This is an optimization exercise on Yosys and OpenROAD, whose aim is small area, a short achievable clock period and few clock cycles, not a production implementation. The RTL was checked by simulation tests, not by an equivalence proof against the original design. No activity file was given, so power comes from the tool's default toggle rates.

===== flow/config.mk =====
export PLATFORM = sky130hd
export DESIGN_NAME = cpu
export DESIGN_NICKNAME = cpu
export VERILOG_FILES = /design/flow/design.v
export SDC_FILE = /design/flow/constraint.sdc
export NUM_CORES = 4
export LEC_CHECK = 0
export CAP_MARGIN = 20
export CORE_MARGIN = 2
export CORE_UTILIZATION = 40
export PLACE_DENSITY = 0.6
export SLEW_MARGIN = 20

===== flow/constraint.sdc =====
create_clock -name core_clock -period 10.0 [get_ports {clk}]
set_input_delay 2.0000 -clock core_clock [delete_from_list [all_inputs] [get_ports {clk}]]
set_output_delay 2.0000 -clock core_clock [all_outputs]
set_load 0.01 [all_outputs]

===== flow/design.v =====
module ALU(input [15:0] val_A, input [15:0] val_B, input [1:0] ALU_op, output [15:0] ALU_out, output [2:0] flag);
  reg [15:0] result;
  reg [2:0] state;
  assign ALU_out = result;
  assign flag = state;
  always_comb begin
    case(ALU_op)
	  2'b00 : result = val_A + val_B;  
	  2'b01 : result = val_A - val_B;  
	  2'b10 : result = val_A & val_B;  
	  2'b11 : result = ~val_B;		   
	endcase
	if (result == 16'b0)
	  state = 3'b100;
	else if (result[15] == 1'b1)
	  state = 3'b010;
	else
	  state = 3'b0;
	if (ALU_op == 2'b00 && (({val_A[15], val_B[15], result[15]} == 3'b001) || ({val_A[15], val_B[15], result[15]} == 3'b110)))
	  state[0] = 3'b1;
	if (ALU_op == 2'b01 && (({val_A[15], val_B[15], result[15]} == 3'b100) || ({val_A[15], val_B[15], result[15]} == 3'b011)))
	  state[0] = 3'b1;
  end
endmodule
module regfile(input [15:0] w_data, input [2:0] w_addr, input w_en, input [2:0] r_addr, input clk, output [15:0] r_data);
  reg [15:0] m[0:7];
  assign r_data = m[r_addr];
  always_ff @(posedge clk) if (w_en) m[w_addr] <= w_data;
endmodule
module shifter(input [15:0] shift_in, input [1:0] shift_op, output reg [15:0] shift_out);
  always_comb begin
    case (shift_op)
    2'b00 : shift_out = shift_in;
    2'b01 : shift_out = shift_in << 1;
    2'b10 : shift_out = shift_in >> 1;
    2'b11 : shift_out = $signed(shift_in) >>> 1;
    endcase
  end
endmodule
module idecoder(input [15:0] ir, input [1:0] reg_sel,
                output reg [2:0] opcode, output reg[1:0] ALU_op, output reg[1:0] shift_op,
		output reg [15:0] sximm5, output reg [15:0] sximm8,
                output reg[2:0] r_addr, output reg[2:0] w_addr);
   always_comb begin
        opcode = ir[15:13];
        ALU_op = ir[12:11];
        sximm5 = {ir[4],ir[4],ir[4],ir[4],ir[4],ir[4],ir[4],ir[4],ir[4],ir[4],ir[4],ir[4:0]};
        sximm8 = {ir[7],ir[7],ir[7],ir[7],ir[7],ir[7],ir[7],ir[7],ir[7:0]};
        shift_op = ir[4:3];
        case(reg_sel)
                2'b10: {r_addr,w_addr} = {ir[10:8],ir[10:8]};
                2'b01: {r_addr,w_addr} = {ir[7:5],ir[7:5]};
                2'b00: {r_addr,w_addr} = {ir[2:0],ir[2:0]};
                default: {r_addr,w_addr} = {6'b000000};
        endcase
  end
endmodule
module datapath(input clk, input [15:0] mdata, input [7:0] pc, input [1:0] wb_sel,
                input [2:0] w_addr, input w_en, input [2:0] r_addr, input en_A,
                input en_B, input [1:0] shift_op, input sel_A, input sel_B,
                input [1:0] ALU_op, input en_C, input en_status,
				input [15:0] sximm8, input [15:0] sximm5,
                output [15:0] datapath_out, output Z_out, output N_out, output V_out);
  reg [15:0] reg_A, reg_B, out, val_A, val_B, w_data;
  wire [15:0] r_data, shift_out, ALU_out;
  reg [2:0] flag_out;
  wire [2:0] flag;
  assign datapath_out = out;
  assign Z_out = flag_out[2];
  assign N_out = flag_out[1];
  assign V_out = flag_out[0];
  regfile r(w_data, w_addr, w_en, r_addr, clk, r_data);
  shifter s(reg_B, shift_op, shift_out);
  ALU a(val_A, val_B, ALU_op, ALU_out, flag);
  always_ff @(posedge clk) begin
    if (en_A) reg_A <= r_data;
	if (en_B) reg_B <= r_data;
	if (en_C) out <= ALU_out;
	if (en_status) flag_out <= flag;
  end
  always_comb begin
	if (sel_A) begin
	  val_A = 16'b0;
	end else begin
	  val_A = reg_A;
	end
	if (sel_B) begin
	  val_B = sximm5;
	end else begin
	  val_B = shift_out;
	end
	case (wb_sel)
	  2'b00 : w_data = out;
	  2'b01 : w_data = {8'b0, pc};
	  2'b10 : w_data = sximm8;
	  2'b11 : w_data = mdata;
	endcase
  end
endmodule
module controller(input clk, input rst_n, input start,
                  input [2:0] opcode, input [1:0] ALU_op, input [1:0] shift_op,
                  input Z, input N, input V,
                  output reg waiting,
                  output reg [1:0] reg_sel, output reg[1:0] wb_sel, output reg w_en,
                  output reg en_A, output reg en_B, output reg en_C, output reg en_status,
                  output reg sel_A, output reg sel_B);
reg [3:0] next;
reg signal;
reg [3:0] state;
reg [4:0] instruction;
assign state = next;
always_ff @( posedge clk ) begin 
		if (~rst_n) begin  
			signal <= 1'b0;
			next <= 4'd12;
      waiting <= 1'b1;
      w_en <= 1'b0;
      wb_sel <= 2'b00;
      en_A <= 1'b0;
      en_B <= 1'b0;
      sel_A <= 1'b0;
      sel_B <= 1'b0;
      en_status <= 1'b0;
      en_C <= 1'b0;
		end else begin
  if(start==1)begin
    signal<=1;
    next <= 4'd12;
    en_status <= 0;
    waiting <= 1'b0;
    instruction <= {opcode,ALU_op};
  end 
  if(signal ==1) begin 
			casex (instruction)
				5'b11010 : begin
          case (state)
              4'd12 : {next,reg_sel,w_en,wb_sel,waiting} <= {4'd3, 2'b10,1'b1,2'b10, 1'b0};
              4'd3 : {next, waiting, signal,w_en} <= {4'd12, 1'b1,1'b0,1'b0};
          endcase
        end
            5'b11000 : begin
              case (state)
                4'd12 : {next, reg_sel, en_B,waiting} <= {4'd5,2'b00,1'b1,1'b0};
                4'd5 : {next,sel_B,sel_A,en_C} <= {4'd6,1'b0,1'b1,1'b1};
                4'd6 : {next, wb_sel,w_en,reg_sel, en_C,en_B} <= {4'd4 ,2'b00,1'b1,2'b01,1'b0,1'b0};
                4'd4 : {next, waiting, signal, en_C, w_en} <= {4'd12, 1'b1,1'b0, 1'b0,1'b0};
              endcase
            end
            5'b101x0 : begin
            case (state)
            4'd12 : {next,reg_sel,en_A,en_B,waiting} <= {4'd1, 2'b00,1'b0,1'b1,1'b0};
            4'd1 : {next,reg_sel,en_A,en_B} <= {4'd2, 2'b10, 1'b1,1'b0};
            4'd2 : {next, sel_A,sel_B,en_C} <= {4'd8, 1'b0,1'b0,1'b1};
            4'd8 : {next, wb_sel,w_en,reg_sel,en_A,en_C,en_B} <= {4'd4, 2'b00, 1'b1,2'b01,1'b0,1'b0,1'b0};
            4'd4 : {next, waiting, signal, w_en} <= {4'd12, 1'b1,1'b0, 1'b0};
            endcase
            end
            5'b10101 : begin
              case (state)
            4'd12 : {next,reg_sel,en_A,en_B,waiting} <= {4'd1, 2'b00,1'b0,1'b1,1'b0};
            4'd1 : {next,reg_sel,en_A,en_B} <= {4'd2, 2'b10, 1'b1,1'b0};
            4'd2 : {next, sel_A,sel_B, en_status} <= {4'd0, 1'b0,1'b0,1'b1};  
            4'd0 : {next, en_status, signal,en_A,en_C,en_B,waiting} <= {4'd12, 1'b0, 1'b0,1'b0,1'b0,1'b0,1'b1};
              endcase
            end
            5'b10111 : begin
              case (state)
              4'd12 : {next,reg_sel,en_A,en_B,waiting} <= {4'd1, 2'b00,1'b0,1'b1,1'b0};
              4'd1 : {next, sel_A,sel_B,en_C} <= {4'd8, 1'b0,1'b0,1'b1};
              4'd8 : {next, wb_sel,w_en,reg_sel} <= {4'd4, 2'b00, 1'b1,2'b01};
              4'd4 : {next, waiting, signal, w_en,en_A,en_C,en_B} <= {4'd12, 1'b1,1'b0,1'b0,1'b0,1'b0,1'b0};
              endcase
            end
            default : next <= 4'd12;
			endcase
    end 
	end
	end
endmodule
module cpu(input clk, input rst_n, input load, input start, input [15:0] instr,
           output waiting, output [15:0] out, output N, output V, output Z);
  reg [15:0] f_instr;
  wire [15:0] sximm5, sximm8, d_out;
  wire [2:0] opcode, r_addr, w_addr;
  wire [1:0] reg_sel, wb_sel, op, shift_op;  
  wire z, n, v, w, w_en, en_A, en_B, en_C, en_status, sel_A, sel_B;
  assign out = d_out;
  assign Z = z;
  assign N = n;
  assign V = v;
  assign waiting = w;
  idecoder i(f_instr, reg_sel,
        opcode, op, shift_op,
		sximm5, sximm8,
		r_addr, w_addr);
  controller c(clk, rst_n, start,
        opcode, op, shift_op,
		z, n, v,
		w,
		reg_sel, wb_sel, w_en,
		en_A, en_B, en_C, en_status,
		sel_A, sel_B);
  datapath d(clk, 16'b0, 8'b0, wb_sel,
        w_addr, w_en, r_addr, en_A,
		en_B, shift_op, sel_A, sel_B,
		op, en_C, en_status,
		sximm8, sximm5,
		d_out, z, n, v);
  always_ff @(posedge clk) begin
    if (load)
	  f_instr <= instr;
  end
endmodule

===== flow/run.sh =====
#!/bin/bash
# synth_recipe.tcl (not shown) runs the flow's synth.tcl, then flattens the netlist and writes it again
# the make line also repeats each setting of config.mk as NAME=value (left out here)
make -C /OpenROAD-flow-scripts/flow DESIGN_CONFIG=/design/flow/config.mk WORK_HOME=/design/flow/orfs CLKGATE_MAP_FILE= SYNTH_SCRIPT=/design/flow/synth_recipe.tcl finish

==> impl_metrics.env <==
export IMPL_outcome="timing/DRC/antenna clean"
export IMPL_synth_seq_cells=215
export IMPL_critPathMaxStageDelay_ns=0.98
export IMPL_ant_nets=0
export IMPL_yosysSeqAreaShare=0.566
export IMPL_synthXorXnorAreaFrac=0.0196
export IMPL_synthesis_nets=1003
export IMPL_core_sq_um=27600
export IMPL_tns_ns=0
export IMPL_ys_types=88
export IMPL_port_buffers=39
export IMPL_powerDensity_nw_per_um2=165
export IMPL_cts_tree="yes"
export IMPL_stdcell_count=1383
export IMPL_netlist_area_leader_share=0.542
export IMPL_syn_area_sq_um=11200
export IMPL_clkLatencyLatePin_ns=0.52
export IMPL_arrival_ns=5.42
export IMPL_slew_violations=0
export IMPL_power_leakage_nw=4.30
export IMPL_async_reset_ff_frac=0
export IMPL_drt_iter0_drc=544
export IMPL_place_inst=1342
export IMPL_die_x_um=171
export IMPL_synth_edf_count=202
export IMPL_layout_setup_ws_ns=4.95
export IMPL_clk_path_buf_depth=3
export IMPL_die_h_um=171
export IMPL_synth_top_cell_by_area="edfxtp_1"
export IMPL_synth_top_family_by_area="compound AO/OA/AOI/OAI gates"
export IMPL_startpoint_type="flip-flop"
export IMPL_grt_max_degree=65
export IMPL_yosysWarningCount=8
export IMPL_cts_root_buffer="clkbuf_16"
export IMPL_nNetsFinal=1028
export IMPL_clock_sinks=215
export IMPL_synth_cells=965
export IMPL_clk_pin_slew_ns=0.06
export IMPL_multi_input_area_sq_um=4530
export IMPL_crit_required_ns=10.36
export IMPL_crit_chain="mux2_4, o21ai_0, ha_1, and2_1, nand4_1, o21ai_0, xor2_1, ha_1, o21ai_0, o21a_1, o21ai_0, and3b_1, a221oi_1, o22ai_1, a221oi_1, o211ai_2, nor3_2"
export IMPL_rsz0062_at_grt="false"
export IMPL_routed_wl_mm=26.8
export IMPL_nFillCells=2600
export IMPL_path_delay_family="compound AO/OA/AOI/OAI gates"
export IMPL_post_route_period_util=0.505
export IMPL_worstPathMaxFanout=24
export IMPL_dp_hpwl_mm=18.2
export IMPL_vias=7736
export IMPL_place_gp_congestion=0.892
export IMPL_viasPerCell=5.59
export IMPL_num_rows=61
export IMPL_timing_max_cap_violations=0
export IMPL_synth_ff_type="edfxtp_1"
export IMPL_slew_headroom=0.352
export IMPL_synth_compound_area_frac=0.156
export IMPL_synth_area_per_cell_sq_um=11.6
export IMPL_initial_core_util=0.405
export IMPL_final_core_util=0.459
export IMPL_grt_use_total=0.185
export IMPL_rrSetupSlack_ns=4.95
export IMPL_wl_per_cell_um=19.4
export IMPL_layout_common_cells="edfxtp_1, nand2_1, o21ai_0"
export IMPL_setup_viol=0
export IMPL_layout_drive_gt1_share=0.0955
export IMPL_cts_made_buffers=24
export IMPL_max_freq_ghz=0.198
export IMPL_crit_type="flip-flop to flip-flop"
export IMPL_area_growth_pct=13.4
export IMPL_worst_path_buf_inv=0
export IMPL_ir_drop_v=0.000130
export IMPL_worst_pin_slew_ns=0.962
export IMPL_finalHoldViolations=0
export IMPL_hold_class="flip-flop to flip-flop"
export IMPL_antenna_found_initial=1
export IMPL_htree_num_levels=1
export IMPL_pin_count=40
export IMPL_cts_hold_buf=0
export IMPL_firstDrtPassIters=6
export IMPL_seqCellArea_sq_um=6330
export IMPL_grt_pass1_vias=7326
export IMPL_overflow=0
export IMPL_synth_mux_area_frac=0.0658
export IMPL_synthAdderAreaFrac=0.0208
export IMPL_postCtsResizedCells=0
export IMPL_cts_setup_buffers=0
export IMPL_crit_top_cell="o21ai_0"
export IMPL_num_antenna_cells=0
export IMPL_mostFrequentLayoutCell="edfxtp_1"
export IMPL_cp_slowest_cell="edfxtp_1"
export IMPL_drc=0
export IMPL_crit_path_end_kind="flip-flop"
export IMPL_yosys_area_share_simple=0.139
export IMPL_yosys_top_cells_area="edfxtp_1, mux2i_1, nand2_1"
export IMPL_dieArea_sq_um=29300
export IMPL_period_minus_slack_ns=5.05
export IMPL_fin_worst_skew_ns=0.0235
export IMPL_dp_slack_ns=4.96
export IMPL_grt_pass1_wl_mm=42.0
## per-layer routing
metal  share of wire  vias to the layer above  track usage
met5               0                        -            0
met4           0.016                        0       0.0442
met3           0.060                       36       0.0338
met2            0.48                      231        0.305
met1            0.44                     3751        0.253
li1                -                     3718            -
## worst paths after layout
path / start / to / cells after the start
min reg2reg: f_instr[13] / c.instruction[2] / 0
min: f_instr[13] / c.instruction[2] / 0
max reg2reg: f_instr[3] / d.flag_out[2] / 17
max: f_instr[3] / d.flag_out[2] / 17
## layout make-up
| class | count | area share |
|---|---|---|
| multi-input cells | 668 | 0.357 |
| flip-flops and latches | 215 | 0.499 |
| clock buffers | 34 | 0.0536 |
| repair buffers | 55 | 0.0402 |
| well taps | 378 | 0.0373 |
| clock inverters | 7 | 0.00533 |
| inverters | 26 | 0.00769 |
## sequential cells by signal (all words and copies together) (netlist names), 2 cells and up
signal,count
d.r.m,128
d.out,16
d.reg_A,16
d.reg_B,16
f_instr,16
c.instruction,5
c.next,4
d.flag_out,3
c.reg_sel,2
## logic make-up (layout without fill, tap and decap cells)
group,Yosys count,after routing
AND/OR/NAND/NOR,306,306
AO/OA/AOI/OAI,252,252
flip-flops,215,215
buffers and inverters,82,122
multiplexers,67,67
XOR/XNOR,25,25
adder cells (fa/ha/maj),18,18
## synth_stat cells (all sizes together) (4+ instances only)
cell / instances
a31oi: 7
dfxtp: 13
or2: 6
nor3b: 5
edfxtp: 202
mux2i: 50
o211ai: 5
and2: 26
nand2b: 21
o22ai: 6
a32oi: 4
xor2: 13
nand3: 18
clkbuf: 39
o221ai: 18
o21ai: 68
a22oi: 4
xnor2: 12
mux2: 17
nor2b: 24
ha: 17
nand4: 5
a311o: 15
a211oi: 22
a21oi: 51
o21a: 7
a221oi: 4
inv: 24
nand2: 100
buf: 17
nor2: 62
nor3: 16
or3: 4
nor4: 4
## stage by stage
| stage | hold slack, ns | power, mW | instance area [sq um] |
|---|---|---|---|
| after floorplan | 0.400 | 1.22 | 11200 |
| after global placement | 0.403 | 1.28 | 11900 |
| after detailed placement | 0.405 | 1.28 | 11900 |
| after CTS | 0.421 | 2.12 | 12700 |
| after global routing | 0.431 | 2.19 | 12700 |
| final | 0.420 | 2.10 | 12700 |
## worst reg2reg max path: cells and delay by family (launching register included)
| family | cells | cell delay, ns |
|---|---|---|
| adder cells (fa/ha/maj) | 2 | 0.63 |
| flip-flops | 1 | 0.98 |
| XOR/XNOR | 1 | 0.10 |
| AO/OA/AOI/OAI | 9 | 2.13 |
| AND/OR/NAND/NOR | 4 | 0.70 |
| multiplexers | 1 | 0.38 |
## power breakdown
group / leakage, nW / switching [mW] / internal, mW
clock: 0.356 / 0.335 / 0.497
sequential: 1.94 / 0.0181 / 1.00
combinational: 2.01 / 0.148 / 0.0997
Testbench counts, summed over its fixed seeds: cycles 24,062.

port drivers added, routing unchanged:
In the flow no input, the clock included, has a driving cell. The finished layout below was timed again as built, in two steps. Step 1 (the two cells are an assumption about what drives the block):
set clk [get_ports {clk}]
set_driving_cell -lib_cell sky130_fd_sc_hd__clkbuf_16 $clk
set_driving_cell -lib_cell sky130_fd_sc_hd__buf_2 [delete_from_list [all_inputs] $clk]
Step 2 also shifts input and output timing later by t, the mid clock arrival at the registers, as if the neighbouring blocks saw the same clock. Slacks: ideal ports / drivers / drivers and shift; pairs: ideal ports / drivers.
shift t [ns]: 0.551
slack for setup (ns): 4.948 / 4.948 / 4.948
hold WS [ns]: 0.420 / 0.420 / 0.420
clock arrival spread, ns: 0.024 / 0.024
worst data-port slew with drivers (ns): 0.04
After both steps setup and hold are still met in this run. For this run, drivers alone change the setup slack by 0.000 ns; drivers and shift together by 0.000 ns.
